This is an optimization exercise on Yosys and OpenROAD, whose aim is small area, not a production implementation.
Where RTL was checked, it was by simulation tests only, not by an equivalence proof against the original.
No activity file was given, so power comes from the tool's default toggle rates.

==> run P: inputs <==
==> flow/design.v (excerpt) <==
module mem_iso_top
(
    input wire [4:0]                        axi_s_awid,
    input wire [32:0]                       axi_s_awaddr,
    input wire [7:0]                        axi_s_awlen,
    input wire [2:0]                        axi_s_awsize,
    input wire [1:0]                        axi_s_awburst,
    input wire                              axi_s_awvalid,
    output wire                             axi_s_awready,
    input wire [127:0]                      axi_s_wdata,
    input wire [15:0]                       axi_s_wstrb,
    input wire                              axi_s_wlast,
    input wire                              axi_s_wvalid,
    output wire                             axi_s_wready,
    output wire [4:0]                       axi_s_bid,
    output wire [1:0]                       axi_s_bresp,
    output wire                             axi_s_bvalid,
    input wire                              axi_s_bready,
    input wire [4:0]                        axi_s_arid,
    input wire [32:0]                       axi_s_araddr,
  ...
clock: 5.5 ns
lec_check: 0
cap_margin: 5
core_margin: 2
core_utilization: 60
slew_margin: 5
standard.sh (not shown) runs the stock make flow with config.mk's settings and CLKGATE_MAP_FILE= SYNTH_SCRIPT=/design/flow/synth_recipe.tcl, a recipe that flattens the netlist after the stock synthesis.
==> flow/flow/run.sh <==
#!/bin/bash
# The standard layout (standard.sh) with these changes:
#  - synthesis: area-oriented ABC script (flow/area.abc, via flow/synth.tcl) and no hard
#    half/full-adder cells (ADDER_MAP_FILE empty), so ABC maps the adders too
#  - every port still gets a buffer, but a sky130_fd_sc_hd__buf_1
#  - CTS: clkbuf_16 leaf buffers driving clusters of up to 25 sinks within 120 um,
#    without dummy loads
# make's full output goes to standard.log; ORFS keeps each step's log under orfs/logs.
set -euo pipefail
W=$PWD
export AREA_ABC_SCRIPT=$W/flow/area.abc
export ADDER_MAP_FILE=
export BUFFER_PORTS_ARGS="-buffer_cell sky130_fd_sc_hd__buf_1"
export CTS_ARGS="-sink_clustering_enable -repair_clock_nets -dont_use_dummy_load -buf_list sky130_fd_sc_hd__clkbuf_16 -sink_clustering_size 25 -sink_clustering_max_diameter 120"
sed "s#SYNTH_SCRIPT=[^ ']*#SYNTH_SCRIPT=$W/flow/synth.tcl#" standard.sh > standard_area.sh
grep -q "SYNTH_SCRIPT=$W/flow/synth.tcl" standard_area.sh
bash standard_area.sh > standard.log 2>&1
==> flow/flow/area.abc <==
strash
ifraig
scorr
dc2
strash
dch -f
map -a
topo
strash
dch -f
amap
topo
==> flow/flow/synth.tcl <==
# The standard flow's synthesis script (synth_recipe.tcl) with one change: ABC maps the logic with
# the area-oriented script in $::env(AREA_ABC_SCRIPT) instead of ORFS's delay-driven one.
# Registers are mapped before ABC runs, so they are the standard synthesis's registers.
proc synth {args} { yosys synth -nofsm -noshare {*}$args }
proc abc {args} {
  set keep {}
  set skip 0
  foreach a $args {
    if {$skip} { set skip 0; continue }
    if {$a eq "-script" || $a eq "-D"} { set skip 1; continue }
    lappend keep $a
  }
  yosys abc -script $::env(AREA_ABC_SCRIPT) {*}$keep
}
source $::env(SCRIPTS_DIR)/synth.tcl
# left out here: clear keep_hierarchy, flatten, clean up, hide names made inside functions, write 1_2_yosys.v
==> run Z: changes against run P <==
--- a/flow/design.v
+++ b/flow/design.v
@@ -123,19 +123,21 @@
     reg [3:0]   outst_trans;
     reg [23:0]  aw_tok;
     reg [23:0]  ar_tok;
     reg [3:0]   fifo_wp, fifo_rp;
     wire        fifo_empty = (fifo_wp == fifo_rp);
     wire        fifo_full = (fifo_wp[2:0] == fifo_rp[2:0]) && (fifo_wp[3] != fifo_rp[3]);
     wire [8:0]  aw_lenp1 = {1'b0, vaw_len} + 9'd1;
-    wire        aw_throttled = {aw_lenp1, 4'hF} > aw_tok[23:8];
+    wire [16:0] aw_diff = {1'b0, aw_tok[23:8]} - {4'b0, aw_lenp1, 4'hF};
+    wire        aw_throttled = aw_diff[16];
     wire        aw_dec = outst_trans[3] | aw_throttled;
     wire        w_dec = (outst_trans == 4'd0);
     wire [8:0]  ar_lenp1 = {1'b0, var_len} + 9'd1;
-    wire        ar_throttled = ar_lenp1 > ar_tok[23:12];
+    wire [12:0] ar_diff = {1'b0, ar_tok[23:12]} - {4'b0, ar_lenp1};
+    wire        ar_throttled = ar_diff[12];
     wire sh_awvalid = vaw_valid & ~aw_dec;
     wire sh_awready = saw_f ? 1'b0 : ~aw_dec;
     wire sh_wvalid  = vw_valid & ~w_dec;
     wire sh_wready  = ~sw_f & ~w_dec;
     wire sh_arvalid = var_valid & ~ar_throttled;
     wire sh_arready = ~sar_f & ~ar_throttled;
     reg         sticky_aw, sticky_ar;
@@ -207,37 +209,18 @@
         end
     end
     always @(posedge aclk) begin
         if (rst) vaw_valid <= 1'b0;
         else if (aw_push) vaw_valid <= 1'b1;
         else if (sh_awready) vaw_valid <= 1'b0;
     end
-    reg [63:0] fifo_mem;
-    reg [7:0]  fifo_head;
-    always @(*) begin
-        case (fifo_rp[2:0])
-            3'd0: fifo_head = fifo_mem[7:0];
-            3'd1: fifo_head = fifo_mem[15:8];
-            3'd2: fifo_head = fifo_mem[23:16];
-            3'd3: fifo_head = fifo_mem[31:24];
-            3'd4: fifo_head = fifo_mem[39:32];
-            3'd5: fifo_head = fifo_mem[47:40];
-            3'd6: fifo_head = fifo_mem[55:48];
-            default: fifo_head = fifo_mem[63:56];
-        endcase
-    end
-    always @(posedge aclk) begin
-        if (aw_push & (fifo_wp[2:0] == 3'd0)) fifo_mem[7:0] <= axi_s_awlen;
-        if (aw_push & (fifo_wp[2:0] == 3'd1)) fifo_mem[15:8] <= axi_s_awlen;
-        if (aw_push & (fifo_wp[2:0] == 3'd2)) fifo_mem[23:16] <= axi_s_awlen;
-        if (aw_push & (fifo_wp[2:0] == 3'd3)) fifo_mem[31:24] <= axi_s_awlen;
-        if (aw_push & (fifo_wp[2:0] == 3'd4)) fifo_mem[39:32] <= axi_s_awlen;
-        if (aw_push & (fifo_wp[2:0] == 3'd5)) fifo_mem[47:40] <= axi_s_awlen;
-        if (aw_push & (fifo_wp[2:0] == 3'd6)) fifo_mem[55:48] <= axi_s_awlen;
-        if (aw_push & (fifo_wp[2:0] == 3'd7)) fifo_mem[63:56] <= axi_s_awlen;
+    reg [7:0] fifo_mem [0:7];
+    wire [7:0] fifo_head = fifo_mem[fifo_rp[2:0]];
+    always @(posedge aclk) begin
+        if (aw_push) fifo_mem[fifo_wp[2:0]] <= axi_s_awlen;
     end
     reg [7:0] wcnt;
     wire w_acc = d_wvalid & v_wready;
     wire w_islast = (wcnt == fifo_head);
     wire fifo_pop = w_acc & w_islast;
     always @(posedge aclk) begin
         if (rst) begin
@@ -334,34 +317,26 @@
             aw_sum <= 13'd0;
             ar_sum <= 13'd0;
         end else begin
             aw_sum <= {({1'b0, w_fire ? w_add_back : 4'd0} + {1'b0, b_fire ? b_add_back : 4'd0} + {4'd0, aw_upd[8]}), aw_upd[7:0]};
             ar_sum <= {({1'b0, r_fire ? r_add_back : 4'd0} + {4'd0, ar_upd[8]}), ar_upd[7:0]};
         end
     end
-    wire [8:0]  aw_lo = {1'b0, aw_tok[7:0]} + {1'b0, aw_sum[7:0]};
-    wire [16:0] aw_k1 = {12'd0, aw_sum[12:8]} - {4'b0, aw_lenp1, 4'hF};
-    wire [16:0] aw_hi0 = {1'b0, aw_tok[23:8]} + {12'd0, aw_sum[12:8]} + {16'd0, aw_lo[8]};
-    wire [16:0] aw_hi1 = {1'b0, aw_tok[23:8]} + aw_k1 + {16'd0, aw_lo[8]};
-    wire [16:0] aw_hi = aw_acc ? aw_hi1 : aw_hi0;
-    wire [24:0] aw_next = {aw_hi, aw_lo[7:0]};
+    wire [23:0] aw_base = aw_acc ? {aw_diff[15:0], aw_tok[7:0]} : aw_tok;
+    wire [24:0] aw_next = {1'b0, aw_base} + {12'd0, aw_sum};
     wire aw_gt_init = {aw_tok[23:8], |aw_tok[7:0]} > {aw_init, 1'b0};
     always @(posedge aclk) begin
         if (rst) aw_tok <= 24'd0;
         else if (~saw_f & aw_gt_init & ~vaw_valid & w_dec) aw_tok <= {aw_init, 8'd0};
         else if (aw_next[24]) aw_tok <= 24'hFFFFFF;
         else aw_tok <= aw_next[23:0];
     end
     wire ar_acc_s = var_valid & ~sar_f & ~ar_throttled;
-    wire [12:0] ar_lo = {1'b0, ar_tok[11:0]} + {1'b0, ar_sum[11:0]};
-    wire [12:0] ar_k1 = {12'd0, ar_sum[12]} - {4'b0, ar_lenp1};
-    wire [12:0] ar_hi0 = {1'b0, ar_tok[23:12]} + {12'd0, ar_sum[12]} + {12'd0, ar_lo[12]};
-    wire [12:0] ar_hi1 = {1'b0, ar_tok[23:12]} + ar_k1 + {12'd0, ar_lo[12]};
-    wire [12:0] ar_hi = ar_acc_s ? ar_hi1 : ar_hi0;
-    wire [24:0] ar_next = {ar_hi, ar_lo[11:0]};
+    wire [23:0] ar_base = ar_acc_s ? {ar_diff[11:0], ar_tok[11:0]} : ar_tok;
+    wire [24:0] ar_next = {1'b0, ar_base} + {12'd0, ar_sum};
     wire ar_gt_init = {ar_tok[23:8], |ar_tok[7:0]} > {ar_init, 1'b0};
     always @(posedge aclk) begin
         if (rst) ar_tok <= 24'd0;
         else if (~sar_f & ar_gt_init & ~var_valid) ar_tok <= {ar_init, 8'd0};
         else if (ar_next[24]) ar_tok <= 24'hFFFFFF;
         else ar_tok <= ar_next[23:0];
     end
- CAP_MARGIN: 5 -> 20
- SLEW_MARGIN: 5 -> 20
==> run Y: changes against run P <==
--- a/flow/design.v
+++ b/flow/design.v
@@ -122,20 +122,18 @@
     wire        sr_out_last;
     reg [3:0]   outst_trans;
     reg [23:0]  aw_tok;
     reg [23:0]  ar_tok;
     reg [3:0]   fifo_wp, fifo_rp;
     wire        fifo_empty = (fifo_wp == fifo_rp);
     wire        fifo_full = (fifo_wp[2:0] == fifo_rp[2:0]) && (fifo_wp[3] != fifo_rp[3]);
-    wire [8:0]  aw_lenp1 = {1'b0, vaw_len} + 9'd1;
-    wire        aw_throttled = {aw_lenp1, 4'hF} > aw_tok[23:8];
+    wire        aw_throttled = {1'b0, aw_tok[23:12]} <= {5'd0, vaw_len} + {12'd0, aw_tok[11:8] != 4'hF};
     wire        aw_dec = outst_trans[3] | aw_throttled;
     wire        w_dec = (outst_trans == 4'd0);
-    wire [8:0]  ar_lenp1 = {1'b0, var_len} + 9'd1;
-    wire        ar_throttled = ar_lenp1 > ar_tok[23:12];
+    wire        ar_throttled = ar_tok[23:12] <= {4'd0, var_len};
     wire sh_awvalid = vaw_valid & ~aw_dec;
     wire sh_awready = saw_f ? 1'b0 : ~aw_dec;
     wire sh_wvalid  = vw_valid & ~w_dec;
     wire sh_wready  = ~sw_f & ~w_dec;
     wire sh_arvalid = var_valid & ~ar_throttled;
     wire sh_arready = ~sar_f & ~ar_throttled;
     reg         sticky_aw, sticky_ar;
@@ -335,29 +333,29 @@
             ar_sum <= 13'd0;
         end else begin
             aw_sum <= {({1'b0, w_fire ? w_add_back : 4'd0} + {1'b0, b_fire ? b_add_back : 4'd0} + {4'd0, aw_upd[8]}), aw_upd[7:0]};
             ar_sum <= {({1'b0, r_fire ? r_add_back : 4'd0} + {4'd0, ar_upd[8]}), ar_upd[7:0]};
         end
     end
     wire [8:0]  aw_lo = {1'b0, aw_tok[7:0]} + {1'b0, aw_sum[7:0]};
-    wire [16:0] aw_k1 = {12'd0, aw_sum[12:8]} - {4'b0, aw_lenp1, 4'hF};
+    wire [16:0] aw_k1 = {12'd0, aw_sum[12:8]} - {5'b0, vaw_len, 4'h0} - 17'd31;
     wire [16:0] aw_hi0 = {1'b0, aw_tok[23:8]} + {12'd0, aw_sum[12:8]} + {16'd0, aw_lo[8]};
     wire [16:0] aw_hi1 = {1'b0, aw_tok[23:8]} + aw_k1 + {16'd0, aw_lo[8]};
     wire [16:0] aw_hi = aw_acc ? aw_hi1 : aw_hi0;
     wire [24:0] aw_next = {aw_hi, aw_lo[7:0]};
     wire aw_gt_init = {aw_tok[23:8], |aw_tok[7:0]} > {aw_init, 1'b0};
     always @(posedge aclk) begin
         if (rst) aw_tok <= 24'd0;
         else if (~saw_f & aw_gt_init & ~vaw_valid & w_dec) aw_tok <= {aw_init, 8'd0};
         else if (aw_next[24]) aw_tok <= 24'hFFFFFF;
         else aw_tok <= aw_next[23:0];
     end
     wire ar_acc_s = var_valid & ~sar_f & ~ar_throttled;
     wire [12:0] ar_lo = {1'b0, ar_tok[11:0]} + {1'b0, ar_sum[11:0]};
-    wire [12:0] ar_k1 = {12'd0, ar_sum[12]} - {4'b0, ar_lenp1};
+    wire [12:0] ar_k1 = {12'd0, ar_sum[12]} - {5'b0, var_len} - 13'd1;
     wire [12:0] ar_hi0 = {1'b0, ar_tok[23:12]} + {12'd0, ar_sum[12]} + {12'd0, ar_lo[12]};
     wire [12:0] ar_hi1 = {1'b0, ar_tok[23:12]} + ar_k1 + {12'd0, ar_lo[12]};
     wire [12:0] ar_hi = ar_acc_s ? ar_hi1 : ar_hi0;
     wire [24:0] ar_next = {ar_hi, ar_lo[11:0]};
     wire ar_gt_init = {ar_tok[23:8], |ar_tok[7:0]} > {ar_init, 1'b0};
     always @(posedge aclk) begin
         if (rst) ar_tok <= 24'd0;
==> flow/flow/run.sh (replaced) <==
#!/bin/bash
# The standard layout (standard.sh) with these changes:
#  - synthesis: area-oriented ABC script (flow/area.abc, via flow/synth.tcl) and no hard
#    half/full-adder cells (ADDER_MAP_FILE empty), so ABC maps the adders too
#  - every port still gets a buffer, but a sky130_fd_sc_hd__buf_1
#  - CTS: clkbuf_16 leaf buffers driving clusters of up to 28 sinks within 135 um,
#    without dummy loads
# make's full output goes to standard.log; ORFS keeps each step's log under orfs/logs.
set -euo pipefail
W=$PWD
export AREA_ABC_SCRIPT=$W/flow/area.abc
export ADDER_MAP_FILE=
export BUFFER_PORTS_ARGS="-buffer_cell sky130_fd_sc_hd__buf_1"
export CTS_ARGS="-sink_clustering_enable -repair_clock_nets -dont_use_dummy_load -buf_list sky130_fd_sc_hd__clkbuf_16 -sink_clustering_size 28 -sink_clustering_max_diameter 135"
sed "s#SYNTH_SCRIPT=[^ ']*#SYNTH_SCRIPT=$W/flow/synth.tcl#" standard.sh > standard_area.sh
grep -q "SYNTH_SCRIPT=$W/flow/synth.tcl" standard_area.sh
bash standard_area.sh > standard.log 2>&1
- CAP_MARGIN: 5 -> 20
- SLEW_MARGIN: 5 -> 20
==> run M: changes against run P <==
- CAP_MARGIN: 5 -> 20
- CORE_UTILIZATION: 60 -> 70
- SLEW_MARGIN: 5 -> 20
==> out/metrics.yaml <==
logic_synthesis:
  synth_seq_area_share_pct: 73.8
  synth-simple-area-share_pct: 6.86
  synth_edf_count: 723
  yosysTopAreaCell: "edfxtp_1"
  netlist_area_um2: 45600
  yosys.area.top_type_share_pct: 47.6
  synth_common_cells: "723 x edfxtp_1, 597 x dfxtp_1, 365 x nor2_1, 351 x a22o_1, 272 x clkinv_1"
  synth.ff_latch_count: 1320
  synth_xor_area_share_pct: 0
  synth.avg_cell_area_um2: 13.4
  synth_adder_area_share_pct: 0
  synthCells: 3405
  ys_types: 49
  synth_area_leaders: "edfxtp_1 48%, dfxtp_1 26%, a22o_1 6.7%"
  synth_compound_area_share_pct: 16.7
die:
  start_util_pct: 70.7
  rows: 93
  die_w_um: 259
run_status:
  stop_error: "[ERROR PPL-0024] Number of IO pins (946) exceeds maximum number of available positions (934). Increase the die perimeter from 1036.72um to 1286.56um."
  stop_stage: "I/O pin placement"
  status: "stopped before the end"
the above is filed under run M

==> out/metrics.yaml <==
run_status:
  status: "finished with violations"
  violatedChecks: "setup timing"
logic_synthesis:
  ys_types: 48
  synth_common_cells: "723 x edfxtp_1, 600 x dfxtp_1, 372 x nor2_1, 343 x a22o_1, 225 x clkinv_1"
  synth-simple-area-share_pct: 6.65
  synth_edf_count: 723
  synth_adder_area_share_pct: 0
  yosysTopAreaCell: "edfxtp_1"
  netlist_area_um2: 44900
  synth.avg_cell_area_um2: 13.7
sta:
  timing.final.ws_setup_ns: -0.451
  setup_violations: 15
die:
  die_w_um: 277
the above is filed under run Z

==> out/metrics.yaml <==
logic_synthesis:
  synth_edf_count: 723
  synth.avg_cell_area_um2: 13.4
  yosys.area.top_type_share_pct: 47.6
  synth-simple-area-share_pct: 6.86
  synth_seq_area_share_pct: 73.8
  synth_xor_area_share_pct: 0
  synth_adder_area_share_pct: 0
  synth.ff_latch_count: 1320
  ys_types: 49
  synth_area_leaders: "edfxtp_1 48%, dfxtp_1 26%, a22o_1 6.7%"
  synthCells: 3405
  netlist_area_um2: 45600
die:
  die_w_um: 280
  rows: 101
run_status:
  status: "complete, no violations"
the above is filed under run P

==> out/metrics.yaml <==
run_status:
  status: "complete, no violations"
logic_synthesis:
  synth_common_cells: "723 x edfxtp_1, 597 x dfxtp_1, 361 x nor2_1, 351 x a22o_1, 233 x clkinv_1"
  ys_types: 52
  synth_xor_area_share_pct: 0.0193
  synth_adder_area_share_pct: 0
  netlist_area_um2: 45400
  synth_seq_area_share_pct: 74.2
  synthCells: 3362
  synth.avg_cell_area_um2: 13.5
  yosys.area.top_type_share_pct: 47.8
  synth.ff_latch_count: 1320
  synthMuxAreaShare_pct: 0
  synth_compound_area_share_pct: 16.6
  yosysTopAreaCell: "edfxtp_1"
die:
  die_w_um: 279
  start_util_pct: 60.8
  rows: 100
cells_and_area:
  multi_input_gates: 1805
pwr:
  power_leader: "registers"
the above is filed under run Y

The RTL of run Z was laid out without a check of its function.

==> separate check: timing with driven ports <==
In the flow no input, the clock included, has a driving cell. The finished layouts below were timed again as built, in two steps.
Step 1 assumes that a clkbuf_16 drives the clock port and a buf_2 every other input.
Step 2 adds t to the input delays and takes it off the output delays; t is the mean of the earliest and latest rising clock arrival at the registers after step 1. Input paths then give back, and output paths get back, about the clock's delay inside the block.
a / b / c = ideal ports / drivers / drivers and shift; a / b = the first two.
run | t, ns | setup WS [ns] | worst setup path after step 2 | slew at the worst register clock pin (ns)
run P | 0.709 | 0.315 / 0.246 / 0.330 | register to register | 0.10 / 0.10
run Z | 0.698 | -0.451 / -0.451 / -0.451 | register to register | 0.10 / 0.10
run Y | 0.679 | 0.077 / 0.020 / 0.210 | register to register | 0.11 / 0.11
